What follows belongs to an exercise in optimizing a design on an open flow for small area; a production flow would make more cautious choices. The RTL was checked by simulation tests, not by an equivalence proof against the original design. Power is estimated from default activity; no workload was simulated.

### design/flow/constraint.sdc
create_clock -name core_clock -period 20.0 [get_ports {clk}]
set_input_delay 4.0000 -clock core_clock [delete_from_list [all_inputs] [get_ports {clk}]]
set_output_delay 4.0000 -clock core_clock [all_outputs]
set_load 0.01 [all_outputs]
### design/flow/run.sh
#!/bin/bash
# synth_recipe.tcl (not shown) runs the flow's synth.tcl, then flattens the netlist and writes it again
# the make line also repeats each setting of config.mk as NAME=value (left out here)
make -C /OpenROAD-flow-scripts/flow DESIGN_CONFIG=/design/flow/config.mk WORK_HOME=/design/flow/orfs CLKGATE_MAP_FILE= SYNTH_SCRIPT=/design/flow/synth_recipe.tcl finish
### design/flow/config.mk
export PLATFORM = sky130hd
export DESIGN_NAME = score4
export DESIGN_NICKNAME = score4
export VERILOG_FILES = /design/flow/design.v
export SDC_FILE = /design/flow/constraint.sdc
export NUM_CORES = 4
export LEC_CHECK = 0
export CAP_MARGIN = 20
export CORE_MARGIN = 2
export CORE_UTILIZATION = 40
export SLEW_MARGIN = 20
### design/flow/design.v
module fsm(
input logic clk,
input logic rst,
input logic put,
input logic right,
input logic left,
input logic col_full,
output logic turn
);
enum logic[2:0] {rec0=3'b000, rec1=3'b001, rec2=3'b010, rec3=3'b011, rec4=3'b100, rec5=3'b101, rec6=3'b110} state;
always_ff@(posedge clk or negedge rst) begin
 if(!rst) begin
     turn<=0;
     state<=rec0;
  end else begin
  case (state)
   rec0: begin
    if (put) begin
     if(col_full==0)begin
     if(turn)begin
       turn<=0;
     end else if(!turn) begin 
     turn<=1;
	  end
     end else if(col_full==1)begin
       turn<=turn;
     end 
       state<=rec0;
    end else if(right) begin
     state<=rec1;
    end else if (left) begin
     state<=rec6;
    end
   end 
   rec1: begin
     if (put) begin
      if(col_full==0)begin
       if(turn)begin
        turn<=0;
       end else if(!turn) begin 
        turn<=1;
		  end
      end else if(col_full==1)begin
       turn<=turn;
     end 
      state<=rec1;
    end else if(right) begin
     state<=rec2;
    end else if (left) begin
     state<=rec0;
    end
   end 
   rec2: begin
   if (put) begin
     if(col_full==0)begin
     if(turn)begin
       turn<=0;
     end else if(!turn) begin 
     turn<=1;
	  end
     end else if(col_full==1)begin
       turn<=turn;
     end 
     state<=rec2;
    end else if(right) begin
     state<=rec2;
    end else if (left) begin
     state<=rec1;
    end
   end 
   rec3: begin
    if (put) begin
  if(col_full==0)begin
     if(turn)begin
       turn<=0;
     end else if(!turn) begin 
     turn<=1;
	  end
     end else if(col_full==1)begin
       turn<=turn;
     end 
        state<=rec3;
    end else if(right) begin
     state<=rec4;
    end else if (left) begin
     state<=rec2;
    end
   end 
   rec4: begin
    if (put) begin
 if(col_full==0)begin
     if(turn)begin
       turn<=0;
     end else if(!turn) begin 
     turn<=1;
	  end
     end else if(col_full==1)begin
       turn<=turn;
     end 
     state<=rec4;
    end else if(right) begin
     state<=rec5;
    end else if (left) begin
     state<=rec3;
    end
   end 
   rec5: begin
    if (put) begin
 if(col_full==0)begin
     if(turn)begin
       turn<=0;
     end else if(!turn) begin 
     turn<=1;
	  end
     end else if(col_full==1)begin
       turn<=turn;
     end 
        state<=rec5;
    end else if(right) begin
     state<=rec6;
    end else if (left) begin
     state<=rec4;
    end
   end 
   rec6: begin
    if (put) begin
  if(col_full==0)begin
     if(turn)begin
       turn<=0;
     end else if(!turn) begin 
     turn<=1;
	  end
     end else if(col_full==1)begin
       turn<=turn;
     end 
     state<=rec6;
    end else if(right) begin
     state<=rec0;
    end else if (left) begin
     state<=rec5;
    end
   end 
endcase
end
end
endmodule
module win(
input logic clk,
input logic rst,
input logic turn,
input logic [0:5][0:6][1:0] panel,
output logic win_a,
output logic win_b
);
int i,j,k,l,m,n,o,p;
always_ff@(posedge clk or negedge rst)
begin 
if(!rst) begin
  win_a <= 0;
  win_b <= 0;
end else begin
 for(i=0; i<=5; i++) begin           
   for(j=0; j<=3; j++) begin   
      if(panel[i][j]==2'b01 && panel[i][j+1]==2'b01 && panel[i][j+2]==2'b01 && panel[i][j+3]==2'b01) begin
              win_a <= 1'b1;
              win_b <= 1'b0;
      end else if(panel[i][j]==2'b10 && panel[i][j+1]==2'b10 && panel[i][j+2]==2'b10 && panel[i][j+3]==2'b10) begin 
              win_a <= 1'b0;
              win_b <= 1'b1;
      end
   end
 end
 for(k=0; k<=2; k++) begin
   for(l=0; l<=6; l++) begin     
      if(panel[k][l]==2'b01 && panel[k+1][l]==2'b01 && panel[k+2][l]==2'b01 && panel[k+3][l]==2'b01) begin
                win_a <= 1'b1;
                win_b <= 1'b0;
      end else if(panel[k][l]==2'b10 && panel[k+1][l]==2'b10 && panel[k+2][l]==2'b10 && panel[k+3][l]==2'b10) begin 
                win_a <= 1'b0;
                win_b <= 1'b1;
      end
   end
 end 
 for(m=0; m<=2; m++) begin
   for(n=0; n<=3; n++) begin   
       if(panel[m+3][n]==2'b01 && panel[m+2][n+1]==2'b01 && panel[m+1][n+2]==2'b01 && panel[m][n+3]==2'b01) begin
                   win_a <= 1'b1;
                   win_b <= 1'b0;
       end else if(panel[m+3][n]==2'b10 && panel[m+2][n+1]==2'b10 && panel[m+1][n+2]==2'b10 && panel[m][n+3]==2'b10) begin 
                   win_a <= 1'b0;
                   win_b <= 1'b1;
       end
   end
 end 
 for(o=0; o<=2; o++) begin
   for(p=0; p<=3; p++) begin 
      if(panel[o][p]==2'b01 && panel[o+1][p+1]==2'b01 && panel[o+2][p+2]==2'b01 && panel[o+3][p+3]==2'b01) begin
                win_a <= 1'b1;
                win_b <= 1'b0;
      end else if(panel[o][p]==2'b10 && panel[o+1][p+1]==2'b10 && panel[o+2][p+2]==2'b10 && panel[o+3][p+3]==2'b10) begin 
                win_a <= 1'b0;
                win_b <= 1'b1;
   end
 end
end 
end
end
endmodule
module state_update(
input logic clk,
input logic rst,
input logic turn,
input logic put,
input logic right,
input logic left,
input logic win_a,
input logic win_b,
output logic [0:5][0:6][1:0] panel,
output logic [0:6] play,
output logic invalid_move,
output logic col_full
);
assign col_full = |(play & {panel[0][0]!=2'b00, panel[0][1]!=2'b00, panel[0][2]!=2'b00, panel[0][3]!=2'b00, panel[0][4]!=2'b00, panel[0][5]!=2'b00, panel[0][6]!=2'b00});
int i,z,j,k,w;
int f,g,c,l,m,n,o,p;
always_ff@(posedge clk or negedge rst)
begin 
  if(!rst) begin
	   for(z=0; z<=5; z++) begin
	     for(i=0; i<=6; i++) begin
		    panel[z][i]<=2'b00;
			 play[i]<=(i==0);
       invalid_move<=0;
			end
	    end
   end else if(put) begin
     invalid_move<=col_full;
     for(i=0; i<=6; i++) begin
       if(play[i]) begin
         if(panel[5][i]==2'b00 && turn==0) begin
            panel[5][i]<=2'b01;
          end else if(panel[5][i]==2'b00 && turn==1) begin
            panel[5][i]<=2'b10;
          end else if(panel[4][i]==2'b00 && turn==0) begin
            panel[4][i]<=2'b01;
          end else if(panel[4][i]==2'b00 && turn==1) begin
            panel[4][i]<=2'b10;       
          end else if(panel[3][i]==2'b00 && turn==0) begin
            panel[3][i]<=2'b01;
          end else if(panel[3][i]==2'b00 && turn==1) begin
            panel[3][i]<=2'b10;  
          end else if(panel[2][i]==2'b00 && turn==0) begin
            panel[2][i]<=2'b01;
          end else if(panel[2][i]==2'b00 && turn==1) begin
            panel[2][i]<=2'b10; 
          end else if(panel[1][i]==2'b00 && turn==0) begin
            panel[1][i]<=2'b01;
          end else if(panel[1][i]==2'b00 && turn==1) begin
            panel[1][i]<=2'b10;    
          end else if(panel[0][i]==2'b00 && turn==0) begin
            panel[0][i]<=2'b01;
          end else if(panel[0][i]==2'b00 && turn==1) begin
            panel[0][i]<=2'b10;
          end
        end
      end
    end else if(right) begin
   for(j=0; j<=5; j++) begin
    if(play[j]) begin
       play[j]<=0;
       play[j+1]<=1;
    end else if (play[6]) begin  
       play[6]<=0;
       play[0]<=1;
    end
  end
 end else if(left)begin
   for(k=1; k<=6; k++) begin
    if(play[k]) begin
       play[k]<=0;
       play[k-1]<=1;
    end else if(play[0]) begin
       play[0]<=0;
       play[6]<=1;
    end
   end
  end else begin
 for(f=0; f<=5; f++) begin           
        for(g=0; g<=3; g++) begin
                if(panel[f][g]==2'b01 && panel[f][g+1]==2'b01 && panel[f][g+2]==2'b01 && panel[f][g+3]==2'b01 && win_a) begin 
                               panel[f][g]<=2'b11;
                               panel[f][g+1]<=2'b11; 
                               panel[f][g+2]<=2'b11; 
                               panel[f][g+3]<=2'b11;                  
                 end else if(panel[f][g]==2'b10 && panel[f][g+1]==2'b10 && panel[f][g+2]==2'b10 && panel[f][g+3]==2'b10 && win_b) begin 
                               panel[f][g]<=2'b11;
                               panel[f][g+1]<=2'b11; 
                               panel[f][g+2]<=2'b11; 
                               panel[f][g+3]<=2'b11; 
                 end
            end
end
        for(c=0; c<=2; c++) begin
        for(l=0; l<=6; l++) begin     
                if(panel[c][l]==2'b01 && panel[c+1][l]==2'b01 && panel[c+2][l]==2'b01 && panel[c+3][l]==2'b01 && win_a) begin
                          panel[c][l]<=2'b11;
                          panel[c+1][l]<=2'b11;
                          panel[c+2][l]<=2'b11;
                          panel[c+3][l]<=2'b11;
                 end else if(panel[c][l]==2'b10 && panel[c+1][l]==2'b10 && panel[c+2][l]==2'b10 && panel[c+3][l]==2'b10 && win_b) begin 
                          panel[c][l]<=2'b11;
                          panel[c+1][l]<=2'b11;
                          panel[c+2][l]<=2'b11;
                          panel[c+3][l]<=2'b11;
                 end
            end
end 
   for(m=0; m<=2; m++) begin
        for(n=0; n<=3; n++) begin   
                if(panel[m+3][n]==2'b01 && panel[m+2][n+1]==2'b01 && panel[m+1][n+2]==2'b01 && panel[m][n+3]==2'b01 && win_a ) begin
                          panel[m+3][n]<=2'b11; 
                          panel[m+2][n+1]<=2'b11;
                          panel[m+1][n+2]<=2'b11;
                          panel[m][n+3]<=2'b11;
                 end else if(panel[m+3][n]==2'b10 && panel[m+2][n+1]==2'b10 && panel[m+1][n+2]==2'b10 && panel[m][n+3]==2'b10 && win_b) begin 
                          panel[m+3][n]<=2'b11; 
                          panel[m+2][n+1]<=2'b11;
                          panel[m+1][n+2]<=2'b11;
                          panel[m][n+3]<=2'b11;
                 end
            end
end 
        for(o=0; o<=2; o++) begin
        for(p=0; p<=3; p++) begin 
                if(panel[o][p]==2'b01 && panel[o+1][p+1]==2'b01 && panel[o+2][p+2]==2'b01 && panel[o+3][p+3]==2'b01 && win_a) begin
                          panel[o][p]<=2'b11;
                          panel[o+1][p+1]<=2'b11;
                          panel[o+2][p+2]<=2'b11;
                          panel[o+3][p+3]<=2'b11;
                 end else if(panel[o][p]==2'b10 && panel[o+1][p+1]==2'b10 && panel[o+2][p+2]==2'b10 && panel[o+3][p+3]==2'b10 && win_b) begin 
                          panel[o][p]<=2'b11;
                          panel[o+1][p+1]<=2'b11;
                          panel[o+2][p+2]<=2'b11;
                          panel[o+3][p+3]<=2'b11;
                 end
            end
end 
end
end
endmodule
module fullpanel(
input logic clk,
input logic rst,
input logic [0:5][0:6][1:0] panel,
output logic full_panel
);
always_ff @(posedge clk or negedge rst)
begin
  if(!rst) begin
     full_panel <= 0;
  end else begin
     if(panel[0][0]!=2'b00 && panel[0][1]!=2'b00 && panel[0][2]!=2'b00 && panel[0][3]!=2'b00 && panel[0][4]!=2'b00 && panel[0][5]!=2'b00 && panel[0][6]!=2'b00) 
     begin
     full_panel <= 1;
  end else full_panel <= 0;
 end
end
endmodule     
module display(
input logic clk,
input logic rst, 
input logic [0:5][0:6][1:0] panel,
input logic [0:6] play,
input logic turn,
output logic hsync,
output logic vsync,
output logic [3:0]red,
output logic [3:0]green,
output logic [3:0]blue
);
logic [9:0] x;                    
logic [9:0] y;                   
logic enable;
always_ff @(posedge clk or negedge rst) 
begin
  if(~rst)begin        
   enable<=0;
  end else enable<= ~enable;
end
  assign vsync = (y>=491 && y<=492) ? 1'b0 : 1'b1;           
  assign hsync = (x>=656 && x<=751) ? 1'b0 : 1'b1;          
always_ff@(posedge clk or negedge rst)
    begin 
      if(~rst)
     begin
      x <= 0;
      y <= 0;
       end else begin
      if(enable) begin 
        if(x==799) begin     
        if(y==523) begin    
          x<=0;
          y<=0;
        end else begin 
          y <= y+1;
          x <= 0; 
            end          
        end else begin 
          y <= y;
          x <= x+1; end
        end 
      end 
  end
int i;   
int j;   
always_ff@(posedge clk or negedge rst)
begin
  if(~rst)begin   
     red <= 0;
     green <= 0;
     blue <= 0;
  end else if(x<640 && y<480) begin    
       red <= 0;
       green <= 0;
       blue <= 0;
       for(i=0; i<=5; i++)begin
        for(j=0; j<=6; j++)begin
          if(panel[i][j]==2'b01 && x>=185+40*j && x<=215+40*j && y>=125+40*i && y<=155+40*i) begin  
               red <= 4'b1111;
               green <= 0;
               blue <= 0;
          end else if(panel[i][j]==2'b10 && x>=185+40*j && x<=215+40*j && y>=125+40*i && y<=155+40*i) begin
               red <= 0;
               green <= 4'b1111;
               blue <= 0;
          end else if(panel[i][j]==2'b11 && x>=185+40*j && x<=215+40*j && y>=125+40*i && y<=155+40*i) begin
               red <= 0;
               green <= 0;
               blue <= 4'b1111;
          end else if(play[j] && turn==0 && x>=185+40*j && x<=215+40*j && y>=400 && y<=420) begin
               red <= 4'b1111;
               green <= 0;
               blue <= 0;
          end else if(play[j] && turn==1 && x>=185+40*j && x<=215+40*j && y>=400 && y<=420) begin
               red <= 0;
               green <= 4'b1111;
               blue <= 0;
          end
        end
      end
    end
end
endmodule
module score4(
input logic clk,
input logic rst,
input logic left,
input logic right,
input logic put,
output logic player,
output logic invalid_move,
output logic win_a,
output logic win_b,
output logic full_panel,
output logic hsync,
output logic vsync,
output logic [3:0] red,  
output logic [3:0] green,
output logic [3:0] blue
);
logic [0:5][0:6][1:0] panel;
logic [0:6] play;
logic col_full;
fsm playing(clk, rst, put, right, left, col_full, player);
win winner(clk, rst, player, panel, win_a, win_b);
state_update up(clk, rst, player, put ,right, left, win_a, win_b, panel, play, invalid_move, col_full);
fullpanel fully(clk, rst, panel, full_panel);
display disp(clk, rst, panel, play, player, hsync, vsync, red, green, blue); 
endmodule
==> results.toml <==
[logic_synthesis]
synth_edf_count = 0
synth-main-ff-cell = "dfrtp_1"
synth_nets = 1688
yosysWarnings = 5
async_flop_share = 1.00
avgSynthCellArea_um2 = 7.33
synth_cells = 1676
ys_ff_latch = 123
yosysTopAreaCell = "dfrtp_1"
seq_area_frac_synth = 0.251
post_synth_instance_area_mm2 = 0.0123
synthTopCellsByArea = "dfrtp_1 25%, nand2b_1 5.4%, o21ai_0 5.4%"
yosysUniqueCellTypes = 86
synth_top_area_frac = 0.249

[timing]
tightest_slew_ns = 1.36
fmax_mhz = 154
setup_violations = 0
skew_ns = 0.0139
fin_setup_tns_ns = 0
slew_headroom = 0.0698
finalCritPeriodShare = 0.325
hold_viol_final = 0
final-max-slew-violation-count = 0
min_period_ns = 6.49
rsz0062_at_grt = "no"

[worst_setup_path]
start_kind = "primary input"
crit_arrival_ns = 6.85
required_ns = 20.35
worstSetupPathType = "primary input to flop"
end_kind = "flop"
path_max_fanout = 21

[place]
port_buffers = 23
post-dp-hpwl_um = 63700
gp_congestion = 1.14

[routing]
drt_wl_total_um = 84100
final_antenna_net_count = 0
firstDrtPassIters = 9
drc = 0
drt_iter0_markers = 3201
viasPerCell = 7.99
dr_total_vias = 16286
routedWlPerCell_um = 41.3

[cells_and_area]
nFillCells = 3117
area_delta_synth_final_pct = 9.38
regArea_mm2 = 0.00308
final_common_cell = "nor2_1"
fin_util = 0.441
drive_gt1_frac = 0.0794
mostFrequentLayoutCells = "138 x nor2_1, 131 x o21ai_0, 122 x dfrtp_1"
multiInputGateArea_mm2 = 0.00855
fin_nets = 1636

[outcome]
status = "timing/DRC/antenna clean"

[global_routing]
grt_pass1_wl_um = 115000
grt_pass1_vias = 14945
grt_max_degree = 75
grtUsageTotal = 0.525
antenna_found_initial = 9
overflow = 0

[hold_path]
min_path_type = "flop to flop"

[clock_tree]
root_buffer = "clkbuf_16"
cts_resized = 0
cts_hold_buf = 0
clock_latency_ns = 0.46
cts_tree = "done"
clock_sinks = 123
htree_levels = 4
clock_path_buffers = 2
cts_buffers = 17
cts_setup_buffers = 0
path_clk_slew_ns = 0.07

[power_and_ir_drop]
power_density_mw_per_mm2 = 101
power.leakage_nw = 4.64
vdd_ir_drop_max_uv = 124

[floorplanning]
initial_core_util = 0.403
die_w_um = 179
placementRows = 64
io_pins = 24
chipHeight_um = 179
die_area_mm2 = 0.0321
coreArea_mm2 = 0.0304

[flow_run]
max_cap_violations = 0
## layer usage
metal / share of wire / vias to the layer above / GRT usage
li1: - / 6320 / -
met1: 0.34 / 7639 / 0.613
met2: 0.38 / 1701 / 0.721
met3: 0.16 / 618 / 0.251
met4: 0.12 / 8 / 0.432
met5: 0.00064 / - / 0
## Yosys cell counts (all sizes together), types with 32 or more instances
library cell and instances:
nor3 55, nand2 120, nand2b 106, nand3 65
a21o 32, o21ai 141, a21oi 84, buf 37
nor2b 76, dfrtp 122, clkbuf 109, o22ai 43
nor4 51, nand4 45, nor2 138
## state kept, by name (all words and copies together) (netlist names), 3 cells and up
register	count
disp.x	10
disp.y	10
up.play	7
up.panel	84
playing.state	3
## where the power goes
| group | switching, mW | total, mW | internal [mW] | leakage [nW] |
|---|---|---|---|---|
| clock | 0.140 | 0.314 | 0.174 | 0.267 |
| combinational | 0.442 | 0.591 | 0.150 | 3.06 |
| sequential | 0.148 | 0.447 | 0.300 | 1.31 |
## through the flow
| step | hold WS (ns) | power [mW] | std cells | cell area (um2) | setup WS, ns |
|---|---|---|---|---|---|
| finish | 0.489 | 1.35 | 2039 | 13400 | 13.51 |
| global route | 0.505 | 1.35 | 2034 | 13400 | 13.42 |
| CTS | 0.481 | 1.28 | 2033 | 13400 | 13.62 |
| detailed placement | 0.466 | 0.971 | 2001 | 12800 | 13.30 |
| global placement | 0.457 | 0.971 | 2001 | 12800 | 13.34 |
| floorplan | 0.473 | 0.684 | 1676 | 12300 | 14.24 |
## final cells by class
| cell class | count | share of cell area |
|---|---|---|
| antenna | 6 | 0.00112 |
| clock buffer | 19 | 0.0322 |
| clock inverter | 13 | 0.00997 |
| inverter | 27 | 0.00755 |
| multi-input combinational | 1380 | 0.637 |
| sequential | 123 | 0.229 |
| tap | 396 | 0.0369 |
| timing repair buffer | 75 | 0.0461 |
## critical path, cell delays in order
cell and delay (ns):
clkdlybuf4s50_1 0.74, nor2_1 0.36, nand2_1 0.17, a22oi_1 0.71, o21ai_0 0.25, a41oi_1 0.31
o311ai_1 0.15, o21a_1 0.15
## cells by family (layout without fill, tap and decap cells)
family                     after synthesis  count (layout)  synth area share
and+or+nand+nor                        767             767             0.337
AOI/OAI and AO/OA                      584             584             0.328
buffers and inverters                  173             134            0.0591
DFF                                    123             123             0.251
xor gates and xnor gates                11              11           0.00785
muxes                                   11              11            0.0101
adders and majority gates                7               7           0.00713
other                                    0               6                 0
## path summary, 6_finish.rpt
| kind | startpoint | endpoint | slack [ns] | cells after the start |
|---|---|---|---|---|
| max in group asynchronous | rst | up.panel[44] | 15.21 | 2 |
| setup reg to reg | up.panel[47] | winner.win_a | 15.52 | 7 |
| min in group asynchronous | rst | disp.y[1] | 3.58 | 1 |
| hold / removal | up.panel[34] | up.panel[34] | 0.49 | 1 |
| hold reg to reg | up.panel[34] | up.panel[34] | 0.49 | 1 |
| setup / recovery | right | up.panel[46] | 13.51 | 8 |

[static timing again, ports no longer ideal]
The flow's constraints put no driver on any port. The routed layout listed below was extracted and timed again, unchanged, in two steps.
Step 1 assumes that a clkbuf_16 drives the clock port and a buf_2 every other input.
Step 2 times the ports against the registers' clock, not the clock port: input delays grow and output delays shrink by t, the midpoint of the rising clock arrivals with the driver on.
Three values: ideal ports, drivers, drivers and shift; two values: the first two.
shift t [ns]: 0.509
setup slack, ns: 13.506 / 13.504 / 13.029
cell pins on the clock port's net: 1
After both steps setup and hold are still met in this run. The setup slack of this run moves by -0.002 ns with the drivers and by -0.477 ns with both steps.
